Context: an optimization exercise on an open-source flow, tuned for small area and a short achievable clock period. The choices shown serve that exercise and are no tape-out recipe.
Function was not checked in any run shown here: the RTL went through the layout flow alone.
Power is estimated from default activity; no workload was simulated.

## flow/design.v

```verilog
module multiplier_int(clk, a, b, p);
  input clk;
  input [15:0] a;
  input [15:0] b;
  output [31:0] p;
  reg [15:0] a_r;
  reg [15:0] b_r;
  wire one0;
  wire two0;
  wire neg0;
  wire pp0_0;
  wire pp0_1;
  wire pp0_2;
  wire pp0_3;
  wire pp0_4;
  wire pp0_5;
  wire pp0_6;
  wire pp0_7;
  wire pp0_8;
  wire pp0_9;
  wire pp0_10;
  wire pp0_11;
  wire pp0_12;
  wire pp0_13;
  wire pp0_14;
  wire pp0_15;
  wire pp0_16;
  wire one1;
  wire two1;
  wire neg1;
  wire pp1_0;
  wire pp1_1;
  wire pp1_2;
  wire pp1_3;
  wire pp1_4;
  wire pp1_5;
  wire pp1_6;
  wire pp1_7;
  wire pp1_8;
  wire pp1_9;
  wire pp1_10;
  wire pp1_11;
  wire pp1_12;
  wire pp1_13;
  wire pp1_14;
  wire pp1_15;
  wire pp1_16;
  wire one2;
  wire two2;
  wire neg2;
  wire pp2_0;
  wire pp2_1;
  wire pp2_2;
  wire pp2_3;
  wire pp2_4;
  wire pp2_5;
  wire pp2_6;
  wire pp2_7;
  wire pp2_8;
  wire pp2_9;
  wire pp2_10;
  wire pp2_11;
  wire pp2_12;
  wire pp2_13;
  wire pp2_14;
  wire pp2_15;
  wire pp2_16;
  wire one3;
  wire two3;
  wire neg3;
  wire pp3_0;
  wire pp3_1;
  wire pp3_2;
  wire pp3_3;
  wire pp3_4;
  wire pp3_5;
  wire pp3_6;
  wire pp3_7;
  wire pp3_8;
  wire pp3_9;
  wire pp3_10;
  wire pp3_11;
  wire pp3_12;
  wire pp3_13;
  wire pp3_14;
  wire pp3_15;
  wire pp3_16;
  wire one4;
  wire two4;
  wire neg4;
  wire pp4_0;
  wire pp4_1;
  wire pp4_2;
  wire pp4_3;
  wire pp4_4;
  wire pp4_5;
  wire pp4_6;
  wire pp4_7;
  wire pp4_8;
  wire pp4_9;
  wire pp4_10;
  wire pp4_11;
  wire pp4_12;
  wire pp4_13;
  wire pp4_14;
  wire pp4_15;
  wire pp4_16;
  wire one5;
  wire two5;
  wire neg5;
  wire pp5_0;
  wire pp5_1;
  wire pp5_2;
  wire pp5_3;
  wire pp5_4;
  wire pp5_5;
  wire pp5_6;
  wire pp5_7;
  wire pp5_8;
  wire pp5_9;
  wire pp5_10;
  wire pp5_11;
  wire pp5_12;
  wire pp5_13;
  wire pp5_14;
  wire pp5_15;
  wire pp5_16;
  wire one6;
  wire two6;
  wire neg6;
  wire pp6_0;
  wire pp6_1;
  wire pp6_2;
  wire pp6_3;
  wire pp6_4;
  wire pp6_5;
  wire pp6_6;
  wire pp6_7;
  wire pp6_8;
  wire pp6_9;
  wire pp6_10;
  wire pp6_11;
  wire pp6_12;
  wire pp6_13;
  wire pp6_14;
  wire pp6_15;
  wire pp6_16;
  wire one7;
  wire two7;
  wire neg7;
  wire pp7_0;
  wire pp7_1;
  wire pp7_2;
  wire pp7_3;
  wire pp7_4;
  wire pp7_5;
  wire pp7_6;
  wire pp7_7;
  wire pp7_8;
  wire pp7_9;
  wire pp7_10;
  wire pp7_11;
  wire pp7_12;
  wire pp7_13;
  wire pp7_14;
  wire pp7_15;
  wire pp7_16;
  wire s1;
  wire c2;
  wire s3;
  wire c4;
  wire s5;
  wire c6;
  wire s7;
  wire c8;
  wire s9;
  wire c10;
  wire s11;
  wire c12;
  wire s13;
  wire c14;
  wire s15;
  wire c16;
  wire s17;
  wire c18;
  wire s19;
  wire c20;
  wire s21;
  wire c22;
  wire s23;
  wire c24;
  wire s25;
  wire c26;
  wire s27;
  wire c28;
  wire s29;
  wire c30;
  wire s31;
  wire c32;
  wire s33;
  wire c34;
  wire s35;
  wire c36;
  wire s37;
  wire c38;
  wire s39;
  wire c40;
  wire s41;
  wire c42;
  wire s43;
  wire c44;
  wire s45;
  wire c46;
  wire s47;
  wire c48;
  wire s49;
  wire c50;
  wire s51;
  wire c52;
  wire s53;
  wire c54;
  wire s55;
  wire c56;
  wire s57;
  wire c58;
  wire s59;
  wire c60;
  wire s61;
  wire c62;
  wire s63;
  wire c64;
  wire s65;
  wire c66;
  wire s67;
  wire c68;
  wire s69;
  wire c70;
  wire s71;
  wire c72;
  wire s73;
  wire c74;
  wire s75;
  wire c76;
  wire s77;
  wire c78;
  wire s79;
  wire c80;
  wire s81;
  wire c82;
  wire s83;
  wire c84;
  wire s85;
  wire c86;
  wire s87;
  wire c88;
  wire s89;
  wire c90;
  wire s91;
  wire c92;
  wire s93;
  wire c94;
  wire s95;
  wire c96;
  wire s97;
  wire c98;
  wire s99;
  wire c100;
  wire s101;
  wire c102;
  wire s103;
  wire c104;
  wire s105;
  wire c106;
  wire s107;
  wire c108;
  wire s109;
  wire c110;
  wire s111;
  wire c112;
  wire s113;
  wire c114;
  wire s115;
  wire c116;
  wire s117;
  wire c118;
  wire s119;
  wire c120;
  wire s121;
  wire c122;
  wire s123;
  wire c124;
  wire s125;
  wire c126;
  wire s127;
  wire c128;
  wire s129;
  wire c130;
  wire s131;
  wire c132;
  wire s133;
  wire c134;
  wire s135;
  wire c136;
  wire s137;
  wire c138;
  wire s139;
  wire c140;
  wire s141;
  wire c142;
  wire s143;
  wire c144;
  wire s145;
  wire c146;
  wire s147;
  wire c148;
  wire s149;
  wire c150;
  wire s151;
  wire c152;
  wire s153;
  wire c154;
  wire s155;
  wire c156;
  wire s157;
  wire c158;
  wire s159;
  wire c160;
  wire s161;
  wire c162;
  wire s163;
  wire c164;
  wire s165;
  wire c166;
  wire s167;
  wire c168;
  wire s169;
  wire c170;
  wire s171;
  wire c172;
  wire s173;
  wire c174;
  wire s175;
  wire c176;
  wire s177;
  wire c178;
  wire s179;
  wire c180;
  wire s181;
  wire c182;
  wire s183;
  wire c184;
  wire s185;
  wire c186;
  wire s187;
  wire c188;
  wire s189;
  wire c190;
  wire s191;
  wire c192;
  wire s193;
  wire c194;
  wire s195;
  wire c196;
  wire s197;
  wire c198;
  wire s199;
  wire c200;
  wire s201;
  wire c202;
  wire s203;
  wire c204;
  wire s205;
  wire c206;
  wire s207;
  wire c208;
  wire s209;
  wire c210;
  wire s211;
  wire c212;
  wire s213;
  wire c214;
  wire s215;
  wire c216;
  wire s217;
  wire c218;
  wire s219;
  wire c220;
  wire s221;
  wire c222;
  wire s223;
  wire c224;
  reg t3_0_0;
  reg t3_0_1;
  reg t3_1_0;
  reg t3_2_0;
  reg t3_2_1;
  reg t3_2_2;
  reg t3_3_0;
  reg t3_3_1;
  reg t3_4_0;
  reg t3_4_1;
  reg t3_4_2;
  reg t3_5_0;
  reg t3_5_1;
  reg t3_5_2;
  reg t3_6_0;
  reg t3_6_1;
  reg t3_6_2;
  reg t3_7_0;
  reg t3_7_1;
  reg t3_7_2;
  reg t3_8_0;
  reg t3_8_1;
  reg t3_8_2;
  reg t3_9_0;
  reg t3_9_1;
  reg t3_9_2;
  reg t3_10_0;
  reg t3_10_1;
  reg t3_10_2;
  reg t3_11_0;
  reg t3_11_1;
  reg t3_11_2;
  reg t3_12_0;
  reg t3_12_1;
  reg t3_12_2;
  reg t3_13_0;
  reg t3_13_1;
  reg t3_13_2;
  reg t3_14_0;
  reg t3_14_1;
  reg t3_14_2;
  reg t3_15_0;
  reg t3_15_1;
  reg t3_15_2;
  reg t3_16_0;
  reg t3_16_1;
  reg t3_16_2;
  reg t3_17_0;
  reg t3_17_1;
  reg t3_17_2;
  reg t3_18_0;
  reg t3_18_1;
  reg t3_18_2;
  reg t3_19_0;
  reg t3_19_1;
  reg t3_19_2;
  reg t3_20_0;
  reg t3_20_1;
  reg t3_20_2;
  reg t3_21_0;
  reg t3_21_1;
  reg t3_21_2;
  reg t3_22_0;
  reg t3_22_1;
  reg t3_22_2;
  reg t3_23_0;
  reg t3_23_1;
  reg t3_23_2;
  reg t3_24_0;
  reg t3_24_1;
  reg t3_24_2;
  reg t3_25_0;
  reg t3_25_1;
  reg t3_25_2;
  reg t3_26_0;
  reg t3_26_1;
  reg t3_26_2;
  reg t3_27_0;
  reg t3_27_2;
  reg t3_28_0;
  reg t3_28_1;
  reg t3_28_2;
  reg t3_29_0;
  reg t3_30_0;
  always @(posedge clk) begin
    a_r <= a;
    b_r <= b;
    t3_0_0 <= pp0_0;
    t3_0_1 <= neg0;
    t3_1_0 <= pp0_1;
    t3_2_0 <= pp0_2;
    t3_2_1 <= pp1_0;
    t3_2_2 <= neg1;
    t3_3_0 <= pp0_3;
    t3_3_1 <= pp1_1;
    t3_4_0 <= s121;
    t3_4_1 <= pp2_0;
    t3_4_2 <= neg2;
    t3_5_0 <= s123;
    t3_5_1 <= pp2_1;
    t3_5_2 <= c122;
    t3_6_0 <= s125;
    t3_6_1 <= neg3;
    t3_6_2 <= c124;
    t3_7_0 <= s127;
    t3_7_1 <= c50;
    t3_7_2 <= c126;
    t3_8_0 <= s129;
    t3_8_1 <= c52;
    t3_8_2 <= c128;
    t3_9_0 <= s131;
    t3_9_1 <= c56;
    t3_9_2 <= c130;
    t3_10_0 <= s133;
    t3_10_1 <= c60;
    t3_10_2 <= c132;
    t3_11_0 <= s135;
    t3_11_1 <= c64;
    t3_11_2 <= c134;
    t3_12_0 <= s137;
    t3_12_1 <= c68;
    t3_12_2 <= c136;
    t3_13_0 <= s139;
    t3_13_1 <= c72;
    t3_13_2 <= c138;
    t3_14_0 <= s141;
    t3_14_1 <= c76;
    t3_14_2 <= c140;
    t3_15_0 <= s143;
    t3_15_1 <= c80;
    t3_15_2 <= c142;
    t3_16_0 <= s145;
    t3_16_1 <= c84;
    t3_16_2 <= c144;
    t3_17_0 <= s147;
    t3_17_1 <= c88;
    t3_17_2 <= c146;
    t3_18_0 <= s149;
    t3_18_1 <= c92;
    t3_18_2 <= c148;
    t3_19_0 <= s151;
    t3_19_1 <= c96;
    t3_19_2 <= c150;
    t3_20_0 <= s153;
    t3_20_1 <= c100;
    t3_20_2 <= c152;
    t3_21_0 <= s155;
    t3_21_1 <= c104;
    t3_21_2 <= c154;
    t3_22_0 <= s157;
    t3_22_1 <= c108;
    t3_22_2 <= c156;
    t3_23_0 <= s159;
    t3_23_1 <= c112;
    t3_23_2 <= c158;
    t3_24_0 <= s161;
    t3_24_1 <= c116;
    t3_24_2 <= c160;
    t3_25_0 <= s163;
    t3_25_1 <= c118;
    t3_25_2 <= c162;
    t3_26_0 <= s165;
    t3_26_1 <= c120;
    t3_26_2 <= c164;
    t3_27_0 <= s167;
    t3_27_2 <= c166;
    t3_28_0 <= pp6_16;
    t3_28_1 <= pp7_14;
    t3_28_2 <= c168;
    t3_29_0 <= pp7_15;
    t3_30_0 <= pp7_16;
  end
  assign one0 = b_r[0] ^ 1'b0;
  assign two0 = (b_r[1] & ~b_r[0] & ~1'b0) | (~b_r[1] & b_r[0] & 1'b0);
  assign neg0 = b_r[1];
  assign pp0_0 = (one0 & a_r[0]) ^ neg0;
  assign pp0_1 = ((one0 & a_r[1]) | (two0 & a_r[0])) ^ neg0;
  assign pp0_2 = ((one0 & a_r[2]) | (two0 & a_r[1])) ^ neg0;
  assign pp0_3 = ((one0 & a_r[3]) | (two0 & a_r[2])) ^ neg0;
  assign pp0_4 = ((one0 & a_r[4]) | (two0 & a_r[3])) ^ neg0;
  assign pp0_5 = ((one0 & a_r[5]) | (two0 & a_r[4])) ^ neg0;
  assign pp0_6 = ((one0 & a_r[6]) | (two0 & a_r[5])) ^ neg0;
  assign pp0_7 = ((one0 & a_r[7]) | (two0 & a_r[6])) ^ neg0;
  assign pp0_8 = ((one0 & a_r[8]) | (two0 & a_r[7])) ^ neg0;
  assign pp0_9 = ((one0 & a_r[9]) | (two0 & a_r[8])) ^ neg0;
  assign pp0_10 = ((one0 & a_r[10]) | (two0 & a_r[9])) ^ neg0;
  assign pp0_11 = ((one0 & a_r[11]) | (two0 & a_r[10])) ^ neg0;
  assign pp0_12 = ((one0 & a_r[12]) | (two0 & a_r[11])) ^ neg0;
  assign pp0_13 = ((one0 & a_r[13]) | (two0 & a_r[12])) ^ neg0;
  assign pp0_14 = ((one0 & a_r[14]) | (two0 & a_r[13])) ^ neg0;
  assign pp0_15 = ((one0 & a_r[15]) | (two0 & a_r[14])) ^ neg0;
  assign pp0_16 = ~(((one0 & a_r[15]) | (two0 & a_r[15])) ^ neg0);
  assign one1 = b_r[2] ^ b_r[1];
  assign two1 = (b_r[3] & ~b_r[2] & ~b_r[1]) | (~b_r[3] & b_r[2] & b_r[1]);
  assign neg1 = b_r[3];
  assign pp1_0 = (one1 & a_r[0]) ^ neg1;
  assign pp1_1 = ((one1 & a_r[1]) | (two1 & a_r[0])) ^ neg1;
  assign pp1_2 = ((one1 & a_r[2]) | (two1 & a_r[1])) ^ neg1;
  assign pp1_3 = ((one1 & a_r[3]) | (two1 & a_r[2])) ^ neg1;
  assign pp1_4 = ((one1 & a_r[4]) | (two1 & a_r[3])) ^ neg1;
  assign pp1_5 = ((one1 & a_r[5]) | (two1 & a_r[4])) ^ neg1;
  assign pp1_6 = ((one1 & a_r[6]) | (two1 & a_r[5])) ^ neg1;
  assign pp1_7 = ((one1 & a_r[7]) | (two1 & a_r[6])) ^ neg1;
  assign pp1_8 = ((one1 & a_r[8]) | (two1 & a_r[7])) ^ neg1;
  assign pp1_9 = ((one1 & a_r[9]) | (two1 & a_r[8])) ^ neg1;
  assign pp1_10 = ((one1 & a_r[10]) | (two1 & a_r[9])) ^ neg1;
  assign pp1_11 = ((one1 & a_r[11]) | (two1 & a_r[10])) ^ neg1;
  assign pp1_12 = ((one1 & a_r[12]) | (two1 & a_r[11])) ^ neg1;
  assign pp1_13 = ((one1 & a_r[13]) | (two1 & a_r[12])) ^ neg1;
  assign pp1_14 = ((one1 & a_r[14]) | (two1 & a_r[13])) ^ neg1;
  assign pp1_15 = ((one1 & a_r[15]) | (two1 & a_r[14])) ^ neg1;
  assign pp1_16 = ~(((one1 & a_r[15]) | (two1 & a_r[15])) ^ neg1);
  assign one2 = b_r[4] ^ b_r[3];
  assign two2 = (b_r[5] & ~b_r[4] & ~b_r[3]) | (~b_r[5] & b_r[4] & b_r[3]);
  assign neg2 = b_r[5];
  assign pp2_0 = (one2 & a_r[0]) ^ neg2;
  assign pp2_1 = ((one2 & a_r[1]) | (two2 & a_r[0])) ^ neg2;
  assign pp2_2 = ((one2 & a_r[2]) | (two2 & a_r[1])) ^ neg2;
  assign pp2_3 = ((one2 & a_r[3]) | (two2 & a_r[2])) ^ neg2;
  assign pp2_4 = ((one2 & a_r[4]) | (two2 & a_r[3])) ^ neg2;
  assign pp2_5 = ((one2 & a_r[5]) | (two2 & a_r[4])) ^ neg2;
  assign pp2_6 = ((one2 & a_r[6]) | (two2 & a_r[5])) ^ neg2;
  assign pp2_7 = ((one2 & a_r[7]) | (two2 & a_r[6])) ^ neg2;
  assign pp2_8 = ((one2 & a_r[8]) | (two2 & a_r[7])) ^ neg2;
  assign pp2_9 = ((one2 & a_r[9]) | (two2 & a_r[8])) ^ neg2;
  assign pp2_10 = ((one2 & a_r[10]) | (two2 & a_r[9])) ^ neg2;
  assign pp2_11 = ((one2 & a_r[11]) | (two2 & a_r[10])) ^ neg2;
  assign pp2_12 = ((one2 & a_r[12]) | (two2 & a_r[11])) ^ neg2;
  assign pp2_13 = ((one2 & a_r[13]) | (two2 & a_r[12])) ^ neg2;
  assign pp2_14 = ((one2 & a_r[14]) | (two2 & a_r[13])) ^ neg2;
  assign pp2_15 = ((one2 & a_r[15]) | (two2 & a_r[14])) ^ neg2;
  assign pp2_16 = ~(((one2 & a_r[15]) | (two2 & a_r[15])) ^ neg2);
  assign one3 = b_r[6] ^ b_r[5];
  assign two3 = (b_r[7] & ~b_r[6] & ~b_r[5]) | (~b_r[7] & b_r[6] & b_r[5]);
  assign neg3 = b_r[7];
  assign pp3_0 = (one3 & a_r[0]) ^ neg3;
  assign pp3_1 = ((one3 & a_r[1]) | (two3 & a_r[0])) ^ neg3;
  assign pp3_2 = ((one3 & a_r[2]) | (two3 & a_r[1])) ^ neg3;
  assign pp3_3 = ((one3 & a_r[3]) | (two3 & a_r[2])) ^ neg3;
  assign pp3_4 = ((one3 & a_r[4]) | (two3 & a_r[3])) ^ neg3;
  assign pp3_5 = ((one3 & a_r[5]) | (two3 & a_r[4])) ^ neg3;
  assign pp3_6 = ((one3 & a_r[6]) | (two3 & a_r[5])) ^ neg3;
  assign pp3_7 = ((one3 & a_r[7]) | (two3 & a_r[6])) ^ neg3;
  assign pp3_8 = ((one3 & a_r[8]) | (two3 & a_r[7])) ^ neg3;
  assign pp3_9 = ((one3 & a_r[9]) | (two3 & a_r[8])) ^ neg3;
  assign pp3_10 = ((one3 & a_r[10]) | (two3 & a_r[9])) ^ neg3;
  assign pp3_11 = ((one3 & a_r[11]) | (two3 & a_r[10])) ^ neg3;
  assign pp3_12 = ((one3 & a_r[12]) | (two3 & a_r[11])) ^ neg3;
  assign pp3_13 = ((one3 & a_r[13]) | (two3 & a_r[12])) ^ neg3;
  assign pp3_14 = ((one3 & a_r[14]) | (two3 & a_r[13])) ^ neg3;
  assign pp3_15 = ((one3 & a_r[15]) | (two3 & a_r[14])) ^ neg3;
  assign pp3_16 = ~(((one3 & a_r[15]) | (two3 & a_r[15])) ^ neg3);
  assign one4 = b_r[8] ^ b_r[7];
  assign two4 = (b_r[9] & ~b_r[8] & ~b_r[7]) | (~b_r[9] & b_r[8] & b_r[7]);
  assign neg4 = b_r[9];
  assign pp4_0 = (one4 & a_r[0]) ^ neg4;
  assign pp4_1 = ((one4 & a_r[1]) | (two4 & a_r[0])) ^ neg4;
  assign pp4_2 = ((one4 & a_r[2]) | (two4 & a_r[1])) ^ neg4;
  assign pp4_3 = ((one4 & a_r[3]) | (two4 & a_r[2])) ^ neg4;
  assign pp4_4 = ((one4 & a_r[4]) | (two4 & a_r[3])) ^ neg4;
  assign pp4_5 = ((one4 & a_r[5]) | (two4 & a_r[4])) ^ neg4;
  assign pp4_6 = ((one4 & a_r[6]) | (two4 & a_r[5])) ^ neg4;
  assign pp4_7 = ((one4 & a_r[7]) | (two4 & a_r[6])) ^ neg4;
  assign pp4_8 = ((one4 & a_r[8]) | (two4 & a_r[7])) ^ neg4;
  assign pp4_9 = ((one4 & a_r[9]) | (two4 & a_r[8])) ^ neg4;
  assign pp4_10 = ((one4 & a_r[10]) | (two4 & a_r[9])) ^ neg4;
  assign pp4_11 = ((one4 & a_r[11]) | (two4 & a_r[10])) ^ neg4;
  assign pp4_12 = ((one4 & a_r[12]) | (two4 & a_r[11])) ^ neg4;
  assign pp4_13 = ((one4 & a_r[13]) | (two4 & a_r[12])) ^ neg4;
  assign pp4_14 = ((one4 & a_r[14]) | (two4 & a_r[13])) ^ neg4;
  assign pp4_15 = ((one4 & a_r[15]) | (two4 & a_r[14])) ^ neg4;
  assign pp4_16 = ~(((one4 & a_r[15]) | (two4 & a_r[15])) ^ neg4);
  assign one5 = b_r[10] ^ b_r[9];
  assign two5 = (b_r[11] & ~b_r[10] & ~b_r[9]) | (~b_r[11] & b_r[10] & b_r[9]);
  assign neg5 = b_r[11];
  assign pp5_0 = (one5 & a_r[0]) ^ neg5;
  assign pp5_1 = ((one5 & a_r[1]) | (two5 & a_r[0])) ^ neg5;
  assign pp5_2 = ((one5 & a_r[2]) | (two5 & a_r[1])) ^ neg5;
  assign pp5_3 = ((one5 & a_r[3]) | (two5 & a_r[2])) ^ neg5;
  assign pp5_4 = ((one5 & a_r[4]) | (two5 & a_r[3])) ^ neg5;
  assign pp5_5 = ((one5 & a_r[5]) | (two5 & a_r[4])) ^ neg5;
  assign pp5_6 = ((one5 & a_r[6]) | (two5 & a_r[5])) ^ neg5;
  assign pp5_7 = ((one5 & a_r[7]) | (two5 & a_r[6])) ^ neg5;
  assign pp5_8 = ((one5 & a_r[8]) | (two5 & a_r[7])) ^ neg5;
  assign pp5_9 = ((one5 & a_r[9]) | (two5 & a_r[8])) ^ neg5;
  assign pp5_10 = ((one5 & a_r[10]) | (two5 & a_r[9])) ^ neg5;
  assign pp5_11 = ((one5 & a_r[11]) | (two5 & a_r[10])) ^ neg5;
  assign pp5_12 = ((one5 & a_r[12]) | (two5 & a_r[11])) ^ neg5;
  assign pp5_13 = ((one5 & a_r[13]) | (two5 & a_r[12])) ^ neg5;
  assign pp5_14 = ((one5 & a_r[14]) | (two5 & a_r[13])) ^ neg5;
  assign pp5_15 = ((one5 & a_r[15]) | (two5 & a_r[14])) ^ neg5;
  assign pp5_16 = ~(((one5 & a_r[15]) | (two5 & a_r[15])) ^ neg5);
  assign one6 = b_r[12] ^ b_r[11];
  assign two6 = (b_r[13] & ~b_r[12] & ~b_r[11]) | (~b_r[13] & b_r[12] & b_r[11]);
  assign neg6 = b_r[13];
  assign pp6_0 = (one6 & a_r[0]) ^ neg6;
  assign pp6_1 = ((one6 & a_r[1]) | (two6 & a_r[0])) ^ neg6;
  assign pp6_2 = ((one6 & a_r[2]) | (two6 & a_r[1])) ^ neg6;
  assign pp6_3 = ((one6 & a_r[3]) | (two6 & a_r[2])) ^ neg6;
  assign pp6_4 = ((one6 & a_r[4]) | (two6 & a_r[3])) ^ neg6;
  assign pp6_5 = ((one6 & a_r[5]) | (two6 & a_r[4])) ^ neg6;
  assign pp6_6 = ((one6 & a_r[6]) | (two6 & a_r[5])) ^ neg6;
  assign pp6_7 = ((one6 & a_r[7]) | (two6 & a_r[6])) ^ neg6;
  assign pp6_8 = ((one6 & a_r[8]) | (two6 & a_r[7])) ^ neg6;
  assign pp6_9 = ((one6 & a_r[9]) | (two6 & a_r[8])) ^ neg6;
  assign pp6_10 = ((one6 & a_r[10]) | (two6 & a_r[9])) ^ neg6;
  assign pp6_11 = ((one6 & a_r[11]) | (two6 & a_r[10])) ^ neg6;
  assign pp6_12 = ((one6 & a_r[12]) | (two6 & a_r[11])) ^ neg6;
  assign pp6_13 = ((one6 & a_r[13]) | (two6 & a_r[12])) ^ neg6;
  assign pp6_14 = ((one6 & a_r[14]) | (two6 & a_r[13])) ^ neg6;
  assign pp6_15 = ((one6 & a_r[15]) | (two6 & a_r[14])) ^ neg6;
  assign pp6_16 = ~(((one6 & a_r[15]) | (two6 & a_r[15])) ^ neg6);
  assign one7 = b_r[14] ^ b_r[13];
  assign two7 = (b_r[15] & ~b_r[14] & ~b_r[13]) | (~b_r[15] & b_r[14] & b_r[13]);
  assign neg7 = b_r[15];
  assign pp7_0 = (one7 & a_r[0]) ^ neg7;
  assign pp7_1 = ((one7 & a_r[1]) | (two7 & a_r[0])) ^ neg7;
  assign pp7_2 = ((one7 & a_r[2]) | (two7 & a_r[1])) ^ neg7;
  assign pp7_3 = ((one7 & a_r[3]) | (two7 & a_r[2])) ^ neg7;
  assign pp7_4 = ((one7 & a_r[4]) | (two7 & a_r[3])) ^ neg7;
  assign pp7_5 = ((one7 & a_r[5]) | (two7 & a_r[4])) ^ neg7;
  assign pp7_6 = ((one7 & a_r[6]) | (two7 & a_r[5])) ^ neg7;
  assign pp7_7 = ((one7 & a_r[7]) | (two7 & a_r[6])) ^ neg7;
  assign pp7_8 = ((one7 & a_r[8]) | (two7 & a_r[7])) ^ neg7;
  assign pp7_9 = ((one7 & a_r[9]) | (two7 & a_r[8])) ^ neg7;
  assign pp7_10 = ((one7 & a_r[10]) | (two7 & a_r[9])) ^ neg7;
  assign pp7_11 = ((one7 & a_r[11]) | (two7 & a_r[10])) ^ neg7;
  assign pp7_12 = ((one7 & a_r[12]) | (two7 & a_r[11])) ^ neg7;
  assign pp7_13 = ((one7 & a_r[13]) | (two7 & a_r[12])) ^ neg7;
  assign pp7_14 = ((one7 & a_r[14]) | (two7 & a_r[13])) ^ neg7;
  assign pp7_15 = ((one7 & a_r[15]) | (two7 & a_r[14])) ^ neg7;
  assign pp7_16 = ~(((one7 & a_r[15]) | (two7 & a_r[15])) ^ neg7);
  assign s1 = pp0_10 ^ pp1_8;
  assign c2 = pp0_10 & pp1_8;
  assign s3 = pp0_11 ^ pp1_9;
  assign c4 = pp0_11 & pp1_9;
  assign s5 = pp0_12 ^ pp1_10 ^ pp2_8;
  assign c6 = (pp0_12 & pp1_10) | (pp0_12 & pp2_8) | (pp1_10 & pp2_8);
  assign s7 = pp3_6 ^ pp4_4;
  assign c8 = pp3_6 & pp4_4;
  assign s9 = pp0_13 ^ pp1_11 ^ pp2_9;
  assign c10 = (pp0_13 & pp1_11) | (pp0_13 & pp2_9) | (pp1_11 & pp2_9);
  assign s11 = pp3_7 ^ pp4_5;
  assign c12 = pp3_7 & pp4_5;
  assign s13 = pp0_14 ^ pp1_12 ^ pp2_10;
  assign c14 = (pp0_14 & pp1_12) | (pp0_14 & pp2_10) | (pp1_12 & pp2_10);
  assign s15 = pp3_8 ^ pp4_6 ^ pp5_4;
  assign c16 = (pp3_8 & pp4_6) | (pp3_8 & pp5_4) | (pp4_6 & pp5_4);
  assign s17 = pp6_2 ^ pp7_0;
  assign c18 = pp6_2 & pp7_0;
  assign s19 = pp0_15 ^ pp1_13 ^ pp2_11;
  assign c20 = (pp0_15 & pp1_13) | (pp0_15 & pp2_11) | (pp1_13 & pp2_11);
  assign s21 = pp3_9 ^ pp4_7 ^ pp5_5;
  assign c22 = (pp3_9 & pp4_7) | (pp3_9 & pp5_5) | (pp4_7 & pp5_5);
  assign s23 = pp6_3 ^ pp7_1;
  assign c24 = pp6_3 & pp7_1;
  assign s25 = pp0_16 ^ pp1_14 ^ pp2_12;
  assign c26 = (pp0_16 & pp1_14) | (pp0_16 & pp2_12) | (pp1_14 & pp2_12);
  assign s27 = pp3_10 ^ pp4_8 ^ pp5_6;
  assign c28 = (pp3_10 & pp4_8) | (pp3_10 & pp5_6) | (pp4_8 & pp5_6);
  assign s29 = pp6_4 ^ pp7_2 ^ 1'b1;
  assign c30 = (pp6_4 & pp7_2) | (pp6_4 & 1'b1) | (pp7_2 & 1'b1);
  assign s31 = pp1_15 ^ pp2_13 ^ pp3_11;
  assign c32 = (pp1_15 & pp2_13) | (pp1_15 & pp3_11) | (pp2_13 & pp3_11);
  assign s33 = pp4_9 ^ pp5_7 ^ pp6_5;
  assign c34 = (pp4_9 & pp5_7) | (pp4_9 & pp6_5) | (pp5_7 & pp6_5);
  assign s35 = pp7_3 ^ 1'b1;
  assign c36 = pp7_3 & 1'b1;
  assign s37 = pp1_16 ^ pp2_14 ^ pp3_12;
  assign c38 = (pp1_16 & pp2_14) | (pp1_16 & pp3_12) | (pp2_14 & pp3_12);
  assign s39 = pp4_10 ^ pp5_8 ^ pp6_6;
  assign c40 = (pp4_10 & pp5_8) | (pp4_10 & pp6_6) | (pp5_8 & pp6_6);
  assign s41 = pp2_15 ^ pp3_13 ^ pp4_11;
  assign c42 = (pp2_15 & pp3_13) | (pp2_15 & pp4_11) | (pp3_13 & pp4_11);
  assign s43 = pp5_9 ^ pp6_7;
  assign c44 = pp5_9 & pp6_7;
  assign s45 = pp2_16 ^ pp3_14 ^ pp4_12;
  assign c46 = (pp2_16 & pp3_14) | (pp2_16 & pp4_12) | (pp3_14 & pp4_12);
  assign s47 = pp3_15 ^ pp4_13;
  assign c48 = pp3_15 & pp4_13;
  assign s49 = pp0_6 ^ pp1_4;
  assign c50 = pp0_6 & pp1_4;
  assign s51 = pp0_7 ^ pp1_5;
  assign c52 = pp0_7 & pp1_5;
  assign s53 = pp0_8 ^ pp1_6 ^ pp2_4;
  assign c54 = (pp0_8 & pp1_6) | (pp0_8 & pp2_4) | (pp1_6 & pp2_4);
  assign s55 = pp3_2 ^ pp4_0;
  assign c56 = pp3_2 & pp4_0;
  assign s57 = pp0_9 ^ pp1_7 ^ pp2_5;
  assign c58 = (pp0_9 & pp1_7) | (pp0_9 & pp2_5) | (pp1_7 & pp2_5);
  assign s59 = pp3_3 ^ pp4_1;
  assign c60 = pp3_3 & pp4_1;
  assign s61 = s1 ^ pp2_6 ^ pp3_4;
  assign c62 = (s1 & pp2_6) | (s1 & pp3_4) | (pp2_6 & pp3_4);
  assign s63 = pp4_2 ^ pp5_0 ^ neg5;
  assign c64 = (pp4_2 & pp5_0) | (pp4_2 & neg5) | (pp5_0 & neg5);
  assign s65 = s3 ^ pp2_7 ^ pp3_5;
  assign c66 = (s3 & pp2_7) | (s3 & pp3_5) | (pp2_7 & pp3_5);
  assign s67 = pp4_3 ^ pp5_1 ^ c2;
  assign c68 = (pp4_3 & pp5_1) | (pp4_3 & c2) | (pp5_1 & c2);
  assign s69 = s5 ^ s7 ^ pp5_2;
  assign c70 = (s5 & s7) | (s5 & pp5_2) | (s7 & pp5_2);
  assign s71 = pp6_0 ^ neg6 ^ c4;
  assign c72 = (pp6_0 & neg6) | (pp6_0 & c4) | (neg6 & c4);
  assign s73 = s9 ^ s11 ^ pp5_3;
  assign c74 = (s9 & s11) | (s9 & pp5_3) | (s11 & pp5_3);
  assign s75 = pp6_1 ^ c6 ^ c8;
  assign c76 = (pp6_1 & c6) | (pp6_1 & c8) | (c6 & c8);
  assign s77 = s13 ^ s15 ^ s17;
  assign c78 = (s13 & s15) | (s13 & s17) | (s15 & s17);
  assign s79 = neg7 ^ c10 ^ c12;
  assign c80 = (neg7 & c10) | (neg7 & c12) | (c10 & c12);
  assign s81 = s19 ^ s21 ^ s23;
  assign c82 = (s19 & s21) | (s19 & s23) | (s21 & s23);
  assign s83 = c14 ^ c16 ^ c18;
  assign c84 = (c14 & c16) | (c14 & c18) | (c16 & c18);
  assign s85 = s25 ^ s27 ^ s29;
  assign c86 = (s25 & s27) | (s25 & s29) | (s27 & s29);
  assign s87 = c20 ^ c22 ^ c24;
  assign c88 = (c20 & c22) | (c20 & c24) | (c22 & c24);
  assign s89 = s31 ^ s33 ^ s35;
  assign c90 = (s31 & s33) | (s31 & s35) | (s33 & s35);
  assign s91 = c26 ^ c28 ^ c30;
  assign c92 = (c26 & c28) | (c26 & c30) | (c28 & c30);
  assign s93 = s37 ^ s39 ^ pp7_4;
  assign c94 = (s37 & s39) | (s37 & pp7_4) | (s39 & pp7_4);
  assign s95 = c32 ^ c34 ^ c36;
  assign c96 = (c32 & c34) | (c32 & c36) | (c34 & c36);
  assign s97 = s41 ^ s43 ^ pp7_5;
  assign c98 = (s41 & s43) | (s41 & pp7_5) | (s43 & pp7_5);
  assign s99 = 1'b1 ^ c38 ^ c40;
  assign c100 = (1'b1 & c38) | (1'b1 & c40) | (c38 & c40);
  assign s101 = s45 ^ pp5_10 ^ pp6_8;
  assign c102 = (s45 & pp5_10) | (s45 & pp6_8) | (pp5_10 & pp6_8);
  assign s103 = pp7_6 ^ c42 ^ c44;
  assign c104 = (pp7_6 & c42) | (pp7_6 & c44) | (c42 & c44);
  assign s105 = s47 ^ pp5_11 ^ pp6_9;
  assign c106 = (s47 & pp5_11) | (s47 & pp6_9) | (pp5_11 & pp6_9);
  assign s107 = pp7_7 ^ 1'b1 ^ c46;
  assign c108 = (pp7_7 & 1'b1) | (pp7_7 & c46) | (1'b1 & c46);
  assign s109 = pp3_16 ^ pp4_14 ^ pp5_12;
  assign c110 = (pp3_16 & pp4_14) | (pp3_16 & pp5_12) | (pp4_14 & pp5_12);
  assign s111 = pp6_10 ^ pp7_8 ^ c48;
  assign c112 = (pp6_10 & pp7_8) | (pp6_10 & c48) | (pp7_8 & c48);
  assign s113 = pp4_15 ^ pp5_13 ^ pp6_11;
  assign c114 = (pp4_15 & pp5_13) | (pp4_15 & pp6_11) | (pp5_13 & pp6_11);
  assign s115 = pp7_9 ^ 1'b1;
  assign c116 = pp7_9 & 1'b1;
  assign s117 = pp4_16 ^ pp5_14 ^ pp6_12;
  assign c118 = (pp4_16 & pp5_14) | (pp4_16 & pp6_12) | (pp5_14 & pp6_12);
  assign s119 = pp5_15 ^ pp6_13;
  assign c120 = pp5_15 & pp6_13;
  assign s121 = pp0_4 ^ pp1_2;
  assign c122 = pp0_4 & pp1_2;
  assign s123 = pp0_5 ^ pp1_3;
  assign c124 = pp0_5 & pp1_3;
  assign s125 = s49 ^ pp2_2 ^ pp3_0;
  assign c126 = (s49 & pp2_2) | (s49 & pp3_0) | (pp2_2 & pp3_0);
  assign s127 = s51 ^ pp2_3 ^ pp3_1;
  assign c128 = (s51 & pp2_3) | (s51 & pp3_1) | (pp2_3 & pp3_1);
  assign s129 = s53 ^ s55 ^ neg4;
  assign c130 = (s53 & s55) | (s53 & neg4) | (s55 & neg4);
  assign s131 = s57 ^ s59 ^ c54;
  assign c132 = (s57 & s59) | (s57 & c54) | (s59 & c54);
  assign s133 = s61 ^ s63 ^ c58;
  assign c134 = (s61 & s63) | (s61 & c58) | (s63 & c58);
  assign s135 = s65 ^ s67 ^ c62;
  assign c136 = (s65 & s67) | (s65 & c62) | (s67 & c62);
  assign s137 = s69 ^ s71 ^ c66;
  assign c138 = (s69 & s71) | (s69 & c66) | (s71 & c66);
  assign s139 = s73 ^ s75 ^ c70;
  assign c140 = (s73 & s75) | (s73 & c70) | (s75 & c70);
  assign s141 = s77 ^ s79 ^ c74;
  assign c142 = (s77 & s79) | (s77 & c74) | (s79 & c74);
  assign s143 = s81 ^ s83 ^ c78;
  assign c144 = (s81 & s83) | (s81 & c78) | (s83 & c78);
  assign s145 = s85 ^ s87 ^ c82;
  assign c146 = (s85 & s87) | (s85 & c82) | (s87 & c82);
  assign s147 = s89 ^ s91 ^ c86;
  assign c148 = (s89 & s91) | (s89 & c86) | (s91 & c86);
  assign s149 = s93 ^ s95 ^ c90;
  assign c150 = (s93 & s95) | (s93 & c90) | (s95 & c90);
  assign s151 = s97 ^ s99 ^ c94;
  assign c152 = (s97 & s99) | (s97 & c94) | (s99 & c94);
  assign s153 = s101 ^ s103 ^ c98;
  assign c154 = (s101 & s103) | (s101 & c98) | (s103 & c98);
  assign s155 = s105 ^ s107 ^ c102;
  assign c156 = (s105 & s107) | (s105 & c102) | (s107 & c102);
  assign s157 = s109 ^ s111 ^ c106;
  assign c158 = (s109 & s111) | (s109 & c106) | (s111 & c106);
  assign s159 = s113 ^ s115 ^ c110;
  assign c160 = (s113 & s115) | (s113 & c110) | (s115 & c110);
  assign s161 = s117 ^ pp7_10 ^ c114;
  assign c162 = (s117 & pp7_10) | (s117 & c114) | (pp7_10 & c114);
  assign s163 = s119 ^ pp7_11 ^ 1'b1;
  assign c164 = (s119 & pp7_11) | (s119 & 1'b1) | (pp7_11 & 1'b1);
  assign s165 = pp5_16 ^ pp6_14 ^ pp7_12;
  assign c166 = (pp5_16 & pp6_14) | (pp5_16 & pp7_12) | (pp6_14 & pp7_12);
  assign s167 = pp6_15 ^ pp7_13;
  assign c168 = pp6_15 & pp7_13;
  assign s169 = t3_2_0 ^ t3_2_1;
  assign c170 = t3_2_0 & t3_2_1;
  assign s171 = t3_3_0 ^ t3_3_1;
  assign c172 = t3_3_0 & t3_3_1;
  assign s173 = t3_4_0 ^ t3_4_1 ^ t3_4_2;
  assign c174 = (t3_4_0 & t3_4_1) | (t3_4_0 & t3_4_2) | (t3_4_1 & t3_4_2);
  assign s175 = t3_5_0 ^ t3_5_1 ^ t3_5_2;
  assign c176 = (t3_5_0 & t3_5_1) | (t3_5_0 & t3_5_2) | (t3_5_1 & t3_5_2);
  assign s177 = t3_6_0 ^ t3_6_1 ^ t3_6_2;
  assign c178 = (t3_6_0 & t3_6_1) | (t3_6_0 & t3_6_2) | (t3_6_1 & t3_6_2);
  assign s179 = t3_7_0 ^ t3_7_1 ^ t3_7_2;
  assign c180 = (t3_7_0 & t3_7_1) | (t3_7_0 & t3_7_2) | (t3_7_1 & t3_7_2);
  assign s181 = t3_8_0 ^ t3_8_1 ^ t3_8_2;
  assign c182 = (t3_8_0 & t3_8_1) | (t3_8_0 & t3_8_2) | (t3_8_1 & t3_8_2);
  assign s183 = t3_9_0 ^ t3_9_1 ^ t3_9_2;
  assign c184 = (t3_9_0 & t3_9_1) | (t3_9_0 & t3_9_2) | (t3_9_1 & t3_9_2);
  assign s185 = t3_10_0 ^ t3_10_1 ^ t3_10_2;
  assign c186 = (t3_10_0 & t3_10_1) | (t3_10_0 & t3_10_2) | (t3_10_1 & t3_10_2);
  assign s187 = t3_11_0 ^ t3_11_1 ^ t3_11_2;
  assign c188 = (t3_11_0 & t3_11_1) | (t3_11_0 & t3_11_2) | (t3_11_1 & t3_11_2);
  assign s189 = t3_12_0 ^ t3_12_1 ^ t3_12_2;
  assign c190 = (t3_12_0 & t3_12_1) | (t3_12_0 & t3_12_2) | (t3_12_1 & t3_12_2);
  assign s191 = t3_13_0 ^ t3_13_1 ^ t3_13_2;
  assign c192 = (t3_13_0 & t3_13_1) | (t3_13_0 & t3_13_2) | (t3_13_1 & t3_13_2);
  assign s193 = t3_14_0 ^ t3_14_1 ^ t3_14_2;
  assign c194 = (t3_14_0 & t3_14_1) | (t3_14_0 & t3_14_2) | (t3_14_1 & t3_14_2);
  assign s195 = t3_15_0 ^ t3_15_1 ^ t3_15_2;
  assign c196 = (t3_15_0 & t3_15_1) | (t3_15_0 & t3_15_2) | (t3_15_1 & t3_15_2);
  assign s197 = t3_16_0 ^ t3_16_1 ^ t3_16_2;
  assign c198 = (t3_16_0 & t3_16_1) | (t3_16_0 & t3_16_2) | (t3_16_1 & t3_16_2);
  assign s199 = t3_17_0 ^ t3_17_1 ^ t3_17_2;
  assign c200 = (t3_17_0 & t3_17_1) | (t3_17_0 & t3_17_2) | (t3_17_1 & t3_17_2);
  assign s201 = t3_18_0 ^ t3_18_1 ^ t3_18_2;
  assign c202 = (t3_18_0 & t3_18_1) | (t3_18_0 & t3_18_2) | (t3_18_1 & t3_18_2);
  assign s203 = t3_19_0 ^ t3_19_1 ^ t3_19_2;
  assign c204 = (t3_19_0 & t3_19_1) | (t3_19_0 & t3_19_2) | (t3_19_1 & t3_19_2);
  assign s205 = t3_20_0 ^ t3_20_1 ^ t3_20_2;
  assign c206 = (t3_20_0 & t3_20_1) | (t3_20_0 & t3_20_2) | (t3_20_1 & t3_20_2);
  assign s207 = t3_21_0 ^ t3_21_1 ^ t3_21_2;
  assign c208 = (t3_21_0 & t3_21_1) | (t3_21_0 & t3_21_2) | (t3_21_1 & t3_21_2);
  assign s209 = t3_22_0 ^ t3_22_1 ^ t3_22_2;
  assign c210 = (t3_22_0 & t3_22_1) | (t3_22_0 & t3_22_2) | (t3_22_1 & t3_22_2);
  assign s211 = t3_23_0 ^ t3_23_1 ^ t3_23_2;
  assign c212 = (t3_23_0 & t3_23_1) | (t3_23_0 & t3_23_2) | (t3_23_1 & t3_23_2);
  assign s213 = t3_24_0 ^ t3_24_1 ^ t3_24_2;
  assign c214 = (t3_24_0 & t3_24_1) | (t3_24_0 & t3_24_2) | (t3_24_1 & t3_24_2);
  assign s215 = t3_25_0 ^ t3_25_1 ^ t3_25_2;
  assign c216 = (t3_25_0 & t3_25_1) | (t3_25_0 & t3_25_2) | (t3_25_1 & t3_25_2);
  assign s217 = t3_26_0 ^ t3_26_1 ^ t3_26_2;
  assign c218 = (t3_26_0 & t3_26_1) | (t3_26_0 & t3_26_2) | (t3_26_1 & t3_26_2);
  assign s219 = t3_27_0 ^ 1'b1 ^ t3_27_2;
  assign c220 = (t3_27_0 & 1'b1) | (t3_27_0 & t3_27_2) | (1'b1 & t3_27_2);
  assign s221 = t3_28_0 ^ t3_28_1 ^ t3_28_2;
  assign c222 = (t3_28_0 & t3_28_1) | (t3_28_0 & t3_28_2) | (t3_28_1 & t3_28_2);
  assign s223 = t3_29_0 ^ 1'b1;
  assign c224 = t3_29_0 & 1'b1;
  wire [31:0] rowA = {1'b1, t3_30_0, s223, s221, s219, s217, s215, s213, s211, s209, s207, s205, s203, s201, s199, s197, s195, s193, s191, s189, s187, s185, s183, s181, s179, s177, s175, s173, s171, s169, t3_1_0, t3_0_0};
  wire [31:0] rowB = {1'b0, c224, c222, c220, c218, c216, c214, c212, c210, c208, c206, c204, c202, c200, c198, c196, c194, c192, c190, c188, c186, c184, c182, c180, c178, c176, c174, c172, c170, t3_2_2, 1'b0, t3_0_1};
  assign p = rowA + rowB;
endmodule
module multiply_accumulate(
  clk,
  aresetn,
  reset,
  data,
  multi,
  result,
  overflow
);
  parameter I_OPP_W = 16;
  parameter O_OPP_W = 2 * I_OPP_W;
  input clk;
  input aresetn;
  input reset;
  input [I_OPP_W - 1:0] data;
  input [I_OPP_W - 1:0] multi;
  output reg [O_OPP_W - 1:0] result;
  output reg overflow;
  wire [31:0] prod;
  multiplier_int u0(.clk(clk), .a(data), .b(multi), .p(prod));
  localparam ND = 15;
  reg [30:0] pd [0:ND-1];
  integer i;
  always @(posedge clk) begin
    pd[0] <= prod[30:0];
    for (i = 1; i < ND; i = i + 1)
      pd[i] <= pd[i-1];
  end
  wire [30:0] pq = pd[ND-1];
  wire [31:0] pfull = {pq[30] & (|pq[29:0]), pq};
  reg [4:0] cnt;
  reg vld;
  always @(posedge clk, negedge aresetn) begin
    if (aresetn == 0) begin
      cnt <= 0;
      vld <= 0;
    end else begin
      if (cnt != 5'd16)
        cnt <= cnt + 5'd1;
      if (cnt == 5'd16)
        vld <= 1'b1;
    end
  end
  wire [31:0] q = vld ? pfull : 32'd0;
  always @(posedge clk, negedge aresetn) begin
    if (aresetn == 0) begin
      result <= 0;
      overflow <= 0;
    end else if (reset == 1) begin
      result <= 0;
      overflow <= 0;
    end else begin
      result <= result + q;
      overflow <= result[O_OPP_W - 1] ^ q[31];
    end
  end
endmodule
```

## flow/run.sh

```bash
#!/bin/bash
# synth_recipe.tcl (not shown) runs the flow's synth.tcl, then flattens the netlist and writes it again
# the make line also repeats each setting of config.mk as NAME=value (left out here)
make -C /OpenROAD-flow-scripts/flow DESIGN_CONFIG=/design/flow/config.mk WORK_HOME=/design/flow/orfs CLKGATE_MAP_FILE= SYNTH_SCRIPT=/design/flow/synth_recipe.tcl finish
```

## flow/config.mk

```make
export PLATFORM = sky130hd
export DESIGN_NAME = multiply_accumulate
export DESIGN_NICKNAME = multiply_accumulate
export VERILOG_FILES = /design/flow/design.v
export SDC_FILE = /design/flow/constraint.sdc
export NUM_CORES = 4
export LEC_CHECK = 0
export CAP_MARGIN = 20
export CORE_MARGIN = 2
export CORE_UTILIZATION = 40
export SETUP_SLACK_MARGIN = 2.0
export SLEW_MARGIN = 20
```

## flow/constraint.sdc

```tcl
create_clock -name core_clock -period 4.5 [get_ports {clk}]
set_input_delay 0.9000 -clock core_clock [delete_from_list [all_inputs] [get_ports {clk}]]
set_output_delay 0.9000 -clock core_clock [all_outputs]
set_load 0.01 [all_outputs]
```

==> results.json, run 1 <==
{
  "num_rows": 89,
  "synth-edff-count": 0,
  "tightest_slew_ns": 0.9451,
  "max_freq_mhz": 336.0,
  "cts_buffer_depth": 3,
  "dieArea_um2": 61160,
  "rsz0062_at_grt": "true",
  "cp_max_fo": 5,
  "yosysTopAreaCellShare_pct": 49.12,
  "tritoncts": "built",
  "fin_total_pwr_uw": 25170,
  "grt_pass1_vias": 16960,
  "grt_max_degree": 46,
  "worstPathRequired_ns": 5.05,
  "p_per_area_nw_per_um2": 783.2,
  "die_y_um": 247.3,
  "ant_nets": 0,
  "hold_class": "reg -> reg",
  "drv_cap": 0,
  "fin_ws_ns": 1.524,
  "crit_path_cell_trace": "buf_12 > buf_12 > a21oi_2 > a21oi_1 > o22ai_1 > a21oi_2 > fa_1 > inv_2 > fa_1 > inv_2 > fa_2",
  "htree_levels": 2,
  "synth_cell_types": 70,
  "dp_hpwl_um": 35670,
  "synth-seq-cells": 620,
  "avgSynthCellArea_um2": 10.31,
  "core_um2": 58800,
  "wl_um": 59920,
  "finalClockSkew_ns": 0.02010,
  "route.detailed.drc": 0,
  "synth_top_cell_by_area": "dfxtp_1",
  "hold_buffers": 0,
  "antenna_cells": 0,
  "clock-root-buffer": "clkbuf_16",
  "clkTransAtPathRegs_ns": 0.06,
  "crit_arrival_ns": 3.52,
  "critPathTopFamily": "adder cells",
  "overflow": 0,
  "stdcell_area_um2": 32140,
  "p_leak_uw": 0.01341,
  "vias_per_cell": 5.267,
  "synthTopCellsByArea": "dfxtp_1 49%, fa_1 7.2%, ha_1 4.5%, dfrtp_1 4.1%, a21oi_1 4.1%",
  "grt_first_pass_wirelength_um": 91350,
  "maxSlewViolCount": 0,
  "outcome": "no timing/DRC/antenna violations",
  "place.gp.congestion": 0.8735,
  "n_fill_cell": 4918,
  "antenna_found_initial": 0,
  "clock_sinks": 620,
  "cp.buffers_inverters": 4,
  "yosysWarningCount": 3,
  "critPathMaxStageDelay_ns": 0.60,
  "nNetsFinal": 2726,
  "numPortBuffers": 67,
  "first_pass_iters": 5,
  "grt_usage_pct": 18.89,
  "maxSlewHeadroom_pct": 36.99,
  "end_kind": "register",
  "final_common_cell": "dfxtp_1",
  "ys_seq_area_share_pct": 53.24,
  "ir_worst_vdd_v": 0.0004931,
  "pin_count": 68,
  "syn_nets": 2502,
  "vias": 17600,
  "min_period_over_period_pct": 66.13,
  "insertion_delay_ns": 0.62,
  "syn_area_um2": 23680,
  "crit_slowest_cell": "fa_1",
  "crit_type": "reg -> reg",
  "place_area_um2": 25240,
  "dpl_worst_slack_ns": 1.112,
  "setup-tns-final_ns": 0,
  "drive_gt1_share_pct": 28.97,
  "wl_per_cell_um": 17.93,
  "yosys_most_used_dff": "dfxtp_1",
  "finalSetupViolCount": 0,
  "final-hold-violation-count": 0,
  "start_util_pct": 40.27,
  "die_x_um": 247.3,
  "dr.first_iter.drc_count": 1427,
  "final_cell_mix": "554 x dfxtp_1, 181 x nor2_1, 147 x buf_4",
  "layout_min_cycle_time_ns": 2.976,
  "start_kind": "register",
  "synth_cells": 2296,
  "area_delta_synth_final_pct": 35.73,
  "synth-async-reset-ratio_pct": 6.290,
  "cts_buffers": 60
}
==> per-stage QoR <==
step / hold slack [ns] / utilization [%] / std cells
global placement: 0.3097 / 42.93 / 3007
detailed placement: 0.3121 / 42.93 / 3007
CTS: 0.3019 / 51.91 / 3265
global route: 0.3029 / 54.66 / 3341
finish: 0.3070 / 54.66 / 3341
floorplan: 0.3096 / - / 2296
==> final timing paths <==
path	cells after the start	from	endpoint	slack, ns
max reg2reg	11	u0.a_r[9]	u0.t3_13_0	1.52
min reg2reg	0	pd[4][22]	pd[5][22]	0.31
min	0	pd[4][22]	pd[5][22]	0.31
min in group asynchronous	1	aresetn	result[4]	0.41
max in group asynchronous	1	aresetn	vld	3.38
max	11	u0.a_r[9]	u0.t3_13_0	1.52
==> state kept, by name, summed over array words and instances, names as in the netlist, 5 cells and up <==
name / flops
cnt: 5
u0.b_r: 16
pd: 465
u0.a_r: 16
result: 32
==> final cells by class <==
cell class                      instances  area, um2  area share [%]
Tap cell                              773      967.2           3.009
Inverter                               99      422.9           1.316
Sequential cell                       620      12700           39.51
Clock inverter                         31      609.3           1.896
Clock buffer                           79       1734           5.396
Multi-Input combinational cell       1408      11980           37.28
Timing Repair Buffer                  328       3709           11.54
Timing Repair inverter                  3      20.02         0.06229
==> power breakdown <==
| group | internal (uW) | switching [uW] | leakage, uW |
|---|---|---|---|
| logic | 5280 | 5450 | 0.00687 |
| registers | 8040 | 727 | 0.00541 |
| clock network | 3540 | 2130 | 0.00114 |
==> Yosys cell counts, types with 3 or more instances <==
cell	number
a21o_1	34
a41oi_1	4
o221ai_1	6
o22ai_1	52
o21bai_1	8
buf_1	32
and3_1	7
ha_1	86
nor3b_1	3
nor2_1	196
a221oi_1	37
o211ai_1	14
nor3_1	13
a31oi_1	11
o21ai_0	121
fa_1	85
and2_1	44
xor2_1	31
nand3_1	40
xnor2_1	58
a211oi_1	48
nand2b_1	7
or2_2	4
mux2_2	3
buf_2	3
a311oi_1	3
o31ai_1	7
a21boi_0	3
nor4_1	9
a221o_1	3
nand2_1	152
o21a_1	21
a22oi_1	17
maj3_1	36
inv_1	97
a21oi_1	193
clkbuf_1	133
nand4_1	9
dfxtp_1	581
dfrtp_1	39
nor2b_1	8
==> what timing repair did <==
| action | in CTS | in global routing |
|---|---|---|
| gates resized for setup | 387 | 211 |
| setup buffers | 131 | 67 |
| endpoints found under the setup margin | 90 | 94 |
| pin swaps | 109 | 144 |
| hold endpoints to repair | 0 | 0 |
| cloned | 17 | 9 |
==> cells by family (layout without fill, tap and decap cells) <==
kind of cell | count (synthesis) | after routing | synth area share [%]
DFF | 620 | 620 | 53.24
and+or+nand+nor | 498 | 500 | 9.242
AOI/OAI and AO/OA | 607 | 607 | 16.38
xor gates and xnor gates | 89 | 89 | 3.292
buffers and inverters | 270 | 540 | 4.365
adders and majority gates | 207 | 207 | 13.25
muxes | 5 | 5 | 0.2272
==> metal layers <==
metal	wire [um]	GRT usage, %	vias to the layer above
met4	2963	9.105	0
met3	3364	2.843	186
met2	29710	33.69	583
li1	-	-	8338
met5	0	0	-
met1	23880	22.16	8490
==> run 2, diff against run 1 <==
--- a/flow/config.mk
+++ b/flow/config.mk
@@ -8,5 +8,4 @@
 export CAP_MARGIN = 20
 export CORE_MARGIN = 2
 export CORE_UTILIZATION = 40
-export SETUP_SLACK_MARGIN = 2.0
 export SLEW_MARGIN = 20
==> run 2 against run 1 <==
Still clean on timing, DRC and antenna. Worst hold slack got worse by 0.0015 ns. Wire length decreased by 16%. Via count decreased by 8.6%. Fmax decreased by 23%. Clock skew increased by 0.0063 ns. First-iteration DRC count decreased by 33%. Power decreased by 16%. Synthesized area unchanged. Synthesized cell count unchanged. Core utilization decreased by 8.5 points. Sequential power about the same. Critical endpoint is now u0.t3_17_0. Largest cell class unchanged. Highest routed layer unchanged.
==> results.json, run 2 <==
{
  "worstPathRequired_ns": 5.00,
  "regMostFlops": "pd",
  "cts_setup_buffers": 0,
  "final_cell_mix": "575 x dfxtp_1, 196 x nor2_1, 193 x a21oi_1",
  "clock_sinks": 620,
  "insertion_delay_ns": 0.63,
  "r2r_start": "u0.b_r[4]",
  "final_common_cell": "dfxtp_1",
  "grt_first_pass_wirelength_um": 81030,
  "min_path_cells": 0,
  "antenna_found_initial": 0,
  "die_x_um": 247.3,
  "final_cells": 3124,
  "synth_top_cell_by_area": "dfxtp_1",
  "tritoncts": "built",
  "synth-async-reset-ratio_pct": 6.290,
  "dp_hpwl_um": 35850,
  "outcome": "no timing/DRC/antenna violations",
  "grt_max_degree": 45,
  "syn_nets": 2502,
  "grt_pass1_vias": 15470,
  "finalClockSkew_ns": 0.02636,
  "crit_arrival_ns": 4.35,
  "maxSlewViolCount": 0,
  "hold_buffers": 0,
  "vias": 16080,
  "syn_area_um2": 23680,
  "layout_min_cycle_time_ns": 3.853,
  "cp_max_fo": 28,
  "avgSynthCellArea_um2": 10.31,
  "clkTransAtPathRegs_ns": 0.06,
  "p_per_area_nw_per_um2": 775.7,
  "die_y_um": 247.3,
  "end_kind": "register",
  "first_pass_iters": 5,
  "synth-edff-count": 0,
  "num_rows": 89,
  "synthTopCellsByArea": "dfxtp_1 49%, fa_1 7.2%, ha_1 4.5%, dfrtp_1 4.1%, a21oi_1 4.1%",
  "max_freq_mhz": 259.6,
  "route.detailed.drc": 0,
  "drv_cap": 0,
  "pin_count": 68,
  "wl_um": 50410,
  "dr.first_iter.drc_count": 957,
  "yosysTopAreaCellShare_pct": 49.12,
  "core_um2": 58800,
  "tightest_slew_ns": 0.9798,
  "nNetsFinal": 2509,
  "rr_worst_depth": 7,
  "hold_class": "reg -> reg",
  "place.gp.congestion": 0.9166,
  "grt_usage_pct": 16.63,
  "min_period_over_period_pct": 85.61,
  "dp_cells": 3013,
  "vias_per_cell": 5.147,
  "rsz0062_at_grt": "false",
  "wl_per_cell_um": 16.14,
  "start_kind": "register",
  "htree_levels": 2,
  "synth-seq-cells": 620,
  "ant_nets": 0,
  "ir_worst_vdd_v": 0.0003907,
  "cts_buffers": 61,
  "post-synth-top-count-cell": "dfxtp_1",
  "area_delta_synth_final_pct": 14.65,
  "yosys_most_used_dff": "dfxtp_1",
  "setup.worst_path.start": "u0.b_r[4]",
  "dieArea_um2": 61160,
  "p_leak_uw": 0.01128,
  "crit_type": "reg -> reg",
  "synth.top_cells.by_count": "581 x dfxtp_1, 196 x nor2_1, 193 x a21oi_1",
  "numPortBuffers": 67,
  "finalSetupViolCount": 0,
  "synth_cell_types": 70,
  "cts_buffer_depth": 3,
  "maxSlewHeadroom_pct": 34.59,
  "antenna_cells": 0,
  "drive_gt1_share_pct": 7.656,
  "yosysWarningCount": 3,
  "synth_cells": 2296,
  "largestRegisters": "pd: 465 flops, result: 32 flops",
  "clock-root-buffer": "clkbuf_16",
  "setup-tns-final_ns": 0,
  "hold_start": "pd[6][13]",
  "largest_reg_flops": 465,
  "reg2reg_slack_ns": 0.65,
  "overflow": 0,
  "start_util_pct": 40.27,
  "cts_resized": 0,
  "final-hold-violation-count": 0,
  "ys_seq_area_share_pct": 53.24
}
-- run 2: cell counts after synthesis --
No cell type changed its count.
-- run 2: worst paths after layout --
path                         endpoint
max reg2reg                u0.t3_17_0
max                        u0.t3_17_0
min                         pd[7][13]
min reg2reg                 pd[7][13]
max in group asynchronous      cnt[0]
min in group asynchronous   result[3]
-- run 2: through the flow --
stage / setup slack [ns] / hold slack, ns / utilization, % / instance area, um2 / power [uW]
after global placement: 0.8082 / 0.3096 / 42.55 / 25020 / 15750
after floorplan: 1.261 / 0.3096 / - / 23680 / 14120
final: 0.6475 / 0.3055 / 46.17 / 27150 / 21060
after detailed placement: 0.7164 / 0.3121 / 42.55 / 25020 / 15990
after CTS: 0.6932 / 0.3085 / 46.17 / 27150 / 21260
after global routing: 0.4486 / 0.3122 / 46.17 / 27150 / 22620
-- run 2: metal layers --
layer | up-vias | part of all wire, % | global-route usage, % | wire [um]
met5 | - | 0 | 0 | 0
met2 | 470 | 47 | 28.23 | 23790
li1 | 7882 | - | - | -
met3 | 120 | 5.9 | 2.909 | 2959
met1 | 7607 | 43 | 20.84 | 21860
met4 | 0 | 3.6 | 7.045 | 1796
-- run 2: logic make-up after synthesis --
group                    Yosys count  synth area share, %
AND/OR/NAND/NOR                  498                9.242
adder cells (fa/ha/maj)          207                13.25
flip-flops                       620                53.24
buffers and inverters            270                4.365
XOR/XNOR                          89                3.292
multiplexers                       5               0.2272
AO/OA/AOI/OAI                    607                16.38
-- run 2: power by group --
part | switching, uW | internal (uW) | total [uW] | leakage, uW
sequential | 716 | 8040 | 8760 | 0.00540
combinational | 4000 | 3120 | 7120 | 0.00484
clock | 2110 | 3070 | 5180 | 0.00105
total | 6830 | 14200 | 21100 | 0.0113
-- run 2: cell type report --
cell class	instances	area (um2)
sequential	620	12610
multi-input combinational	1406	10040
inverter	99	371.6
fill	5421	31650
tap	773	967.2
clock inverter	33	417.9
clock buffer	78	1713
timing repair buffer	115	1026
-- run 2: critical path, cell delays in order, from the launching register on --
cell     delay (ns)
dfxtp_1        0.96
inv_1          0.61
o311a_1        0.45
o22ai_1        0.19
fa_1           0.47
fa_1           0.51
inv_1          0.05
fa_1           0.47

==> afterwards: timing with drivers on the ports <==
Ports are ideal in the flow. The routed layouts listed here were re-timed in OpenROAD. Step 1 assumes that a clkbuf_16 drives the clock port and a buf_2 every other input. Step 2 times the ports against the registers' clock, not the clock port: input delays grow and output delays shrink by t, the midpoint of the rising clock arrivals with the driver on. Three values: ideal, step 1, step 2; two values: the first two.
| run | shift t [ns] | setup WS [ns] | worst register clock-pin slew, ns | worst slew at a driven data input, ns |
|---|---|---|---|---|
| run 1 | 0.671 | 1.524 / 1.524 / 1.524 | 0.07 / 0.07 | 0.04 |
| run 2 | 0.673 | 0.647 / 0.647 / 0.647 | 0.06 / 0.06 | 0.05 |
After both steps setup and hold are still met in every run listed.
